From an optimization exercise on the open Yosys and OpenROAD flow, aimed at small area, a short achievable clock period and few clock cycles; shortcuts taken in it are not production practice. The RTL was checked by simulation tests, not by an equivalence proof against the original design. Power and IR drop assume default switching activity.

==> flow/design.v (excerpt) <==
module HT_TOP(
    clk,
    rst_n,
    in_valid,
    in_weight,
    out_mode,
    out_valid,
    out_code
);
input clk, rst_n, in_valid, out_mode;
input [2:0] in_weight;
output reg out_valid, out_code;
reg        vr, merge, sending;
reg  [2:0] cnt;
reg  [2:0] cur;
reg        mode;
reg  [2:0] xr;
reg  [4:0] lw [0:6];
reg  [2:0] lw7;       
reg        fill7;     
reg  [2:0] ptr [0:4];
reg  [7:0] code [0:4];
integer j, t;
function lt5;
    input [4:0] a, nb;
    integer k;
    reg c;
    begin
        c = 1'b1;
        for (k = 0; k < 5; k = k + 1)
            c = (a[k] & nb[k]) | (a[k] & c) | (nb[k] & c);
        lt5 = ~c;
    end
endfunction
wire [4:0] sum = lw[0] + lw[1];
wire [4:0] val = merge ? sum : {2'b00, xr};
reg  [9:0] lt;
reg  [4:0] lwx [0:9];
always @(*) begin
    for (j = 0; j < 7; j = j + 1) lwx[j] = lw[j];
    lwx[7] = {fill7, fill7, lw7 | {3{fill7}}};
    lwx[8] = 5'd31;
    lwx[9] = 5'd31;
    lt[8] = 1'b0;
    lt[9] = 1'b0;
    for (j = 0; j < 8; j = j + 1)
        lt[j] = lt5(lwx[j], ~val) | (!merge & (cnt < 8 - j));
    if (merge) lt[1] = 1'b1;
end
reg [2:0] ins;
always @(*) begin
    ins = 3'd0;
    for (j = 0; j < 8; j = j + 1)
        if (merge) begin
            if (lt[j+1] & !lt[j+2]) ins = j;
        end else begin
            if (lt[j] & !lt[j+1]) ins = j;
        end
end
reg [2:0] leaf [0:4];
always @(*) begin
    leaf[0] = 3'd4;                    
    leaf[1] = mode ? 3'd2 : 3'd5;      
    leaf[2] = mode ? 3'd5 : 3'd6;      
    leaf[3] = mode ? 3'd0 : 3'd7;      
    leaf[4] = mode ? 3'd1 : 3'd3;      
end
wire first = merge & (cnt == 3'd5);    
wire root = merge & (cnt == 3'd6);
wire empty = (code[0] == 8'd1);
wire [7:0] src = empty ? code[1] : code[0];
wire fin = (src[7:1] == 7'd1) & ((cur + {2'b00, empty}) == 3'd4);
always @(posedge clk) begin
    if (in_valid & !vr) mode <= out_mode;
    if (root) cur <= 3'd0;
    else if (sending) cur <= cur + {2'b00, empty};
    xr <= in_weight;
    for (j = 0; j < 7; j = j + 1)
  ...
export LEC_CHECK = 0
export CAP_MARGIN = 20
export CORE_MARGIN = 2
export CORE_UTILIZATION = 65
export CTS_BUF_LIST = sky130_fd_sc_hd__clkbuf_8
export SLEW_MARGIN = 20
create_clock -name core_clock -period 17.0 [get_ports {clk}]
standard.sh (not shown) runs the stock make flow with config.mk's settings and CLKGATE_MAP_FILE= SYNTH_SCRIPT=/design/flow/synth_recipe.tcl, a recipe that flattens the netlist after the stock synthesis.
==> flow/flow/run.sh <==
#!/bin/bash
# Layout with ORFS's own scripts. Two changes from the standard layout:
#  - synthesis is the standard one except that ABC maps the logic for area
#    (flip-flops are mapped before ABC, so registers are unchanged);
#  - repair_timing aims for a larger setup margin (MARGIN ns) than the
#    standard flow settings allow. Constraints are unchanged.
set -euo pipefail
MARGIN=${MARGIN:-12.6}
HERE=$(pwd)
printf 'strash\ndch\nmap -a\nstrash\ndch\nmap -a\n' > "$HERE/area.abc"
cat > "$HERE/area_synth.tcl" <<'TCL'
proc abc {args} {
  set i [lsearch -exact $args -script]
  if {$i >= 0} {
    set args [lreplace $args [expr {$i + 1}] [expr {$i + 1}] $::env(AREA_ABC_SCRIPT)]
  }
  yosys abc {*}$args
}
TCL
cat synth_recipe.tcl >> "$HERE/area_synth.tcl"
export AREA_ABC_SCRIPT="$HERE/area.abc"
bash standard.sh SYNTH_SCRIPT="$HERE/area_synth.tcl" SETUP_SLACK_MARGIN="$MARGIN" finish > standard_flow.log 2>&1
The starting point finished with timing, DRC and antenna clean.
Testbench counts at the start, summed over its fixed seeds: cycles 31,181.
Rerun with:
--- a/flow/flow/run.sh
+++ b/flow/flow/run.sh
@@ -8 +8 @@
-MARGIN=${MARGIN:-12.6}
+MARGIN=${MARGIN:-12.66}
Settings changed: CORE_UTILIZATION 65 to 40.
Effect: The new run completed without violations. Synthesized area stays the same. Cell count is higher by 9.5%. Routed wire length came out higher by 3.1%. Combinational power shrinks by 2.9%. Utilization fell by 27 points.
Rerun with:
--- a/flow/flow/run.sh
+++ b/flow/flow/run.sh
@@ -8 +8 @@
-MARGIN=${MARGIN:-12.66}
+MARGIN=${MARGIN:-12.6}
@@ -22 +22 @@
-bash standard.sh SYNTH_SCRIPT="$HERE/area_synth.tcl" SETUP_SLACK_MARGIN="$MARGIN" finish > standard_flow.log 2>&1
+bash standard.sh SYNTH_SCRIPT="$HERE/area_synth.tcl" SETUP_SLACK_MARGIN="$MARGIN" BUFFER_PORTS_ARGS="-buffer_cell sky130_fd_sc_hd__buf_1" finish > standard_flow.log 2>&1
Effect: The changed run produced a clean layout; die area stays the same; synthesized area does not change; critical path depth stays the same; synthesized cell count is unchanged; routed wire length went down slightly; non-clock buffer count came out lower by 13; final area drops slightly; setup slack improves by 3.9 ps; global-route usage came out higher by 0.11 points; maximum frequency is about the same.
Rerun with:
--- a/flow/flow/run.sh
+++ b/flow/flow/run.sh
@@ -22 +22 @@
-bash standard.sh SYNTH_SCRIPT="$HERE/area_synth.tcl" SETUP_SLACK_MARGIN="$MARGIN" BUFFER_PORTS_ARGS="-buffer_cell sky130_fd_sc_hd__buf_1" finish > standard_flow.log 2>&1
+bash standard.sh SYNTH_SCRIPT="$HERE/area_synth.tcl" SETUP_SLACK_MARGIN="$MARGIN" finish > standard_flow.log 2>&1
Effect: The new run finished clean. Synthesized cell count stays the same. Non-clock buffer count climbs by 8. Clock skew stays flat. Power drops by 2.3%. Flip-flop and latch count does not change.
Rerun with:
--- a/flow/flow/run.sh
+++ b/flow/flow/run.sh
@@ -8 +8 @@
-MARGIN=${MARGIN:-12.6}
+MARGIN=${MARGIN:-12.72}
Result: Synthesized cell count does not change. Die area does not change. Count of clock-buffer cells in the layout goes down by 1. Power climbs by a few percent. Final area grows slightly.

## static timing again, ports no longer ideal
Ports are ideal in the flow. The routed layouts listed here were re-timed in OpenROAD.
Step 1 assumes that a clkbuf_16 drives the clock port and a buf_2 every other input.
Step 2 moves the port delays by t, midway between the first and last clock arrival at a register: inputs arrive t later, outputs are due t later. That takes back most of the time a late clock gives input paths.
Three values: ideal, step 1, step 2; two values: the first two.
| run | t, ns | slack for setup (ns) | pins driven straight from the clock port |
|---|---|---|---|
| the first run | 0.402 | 12.698 / 12.664 / 12.638 | 1 |
| the second run | 0.415 | 12.688 / 12.652 / 12.664 | 1 |
| the third run | 0.423 | 12.692 / 12.653 / 12.731 | 1 |
| the fourth run | 0.416 | 12.686 / 12.650 / 12.666 | 1 |
| the fifth run | 0.427 | 12.658 / 12.620 / 12.666 | 1 |
After both steps setup and hold are still met in every run listed. For the first run, which loses most, drivers alone change the setup slack by -0.034 ns; drivers and shift together by -0.060 ns.
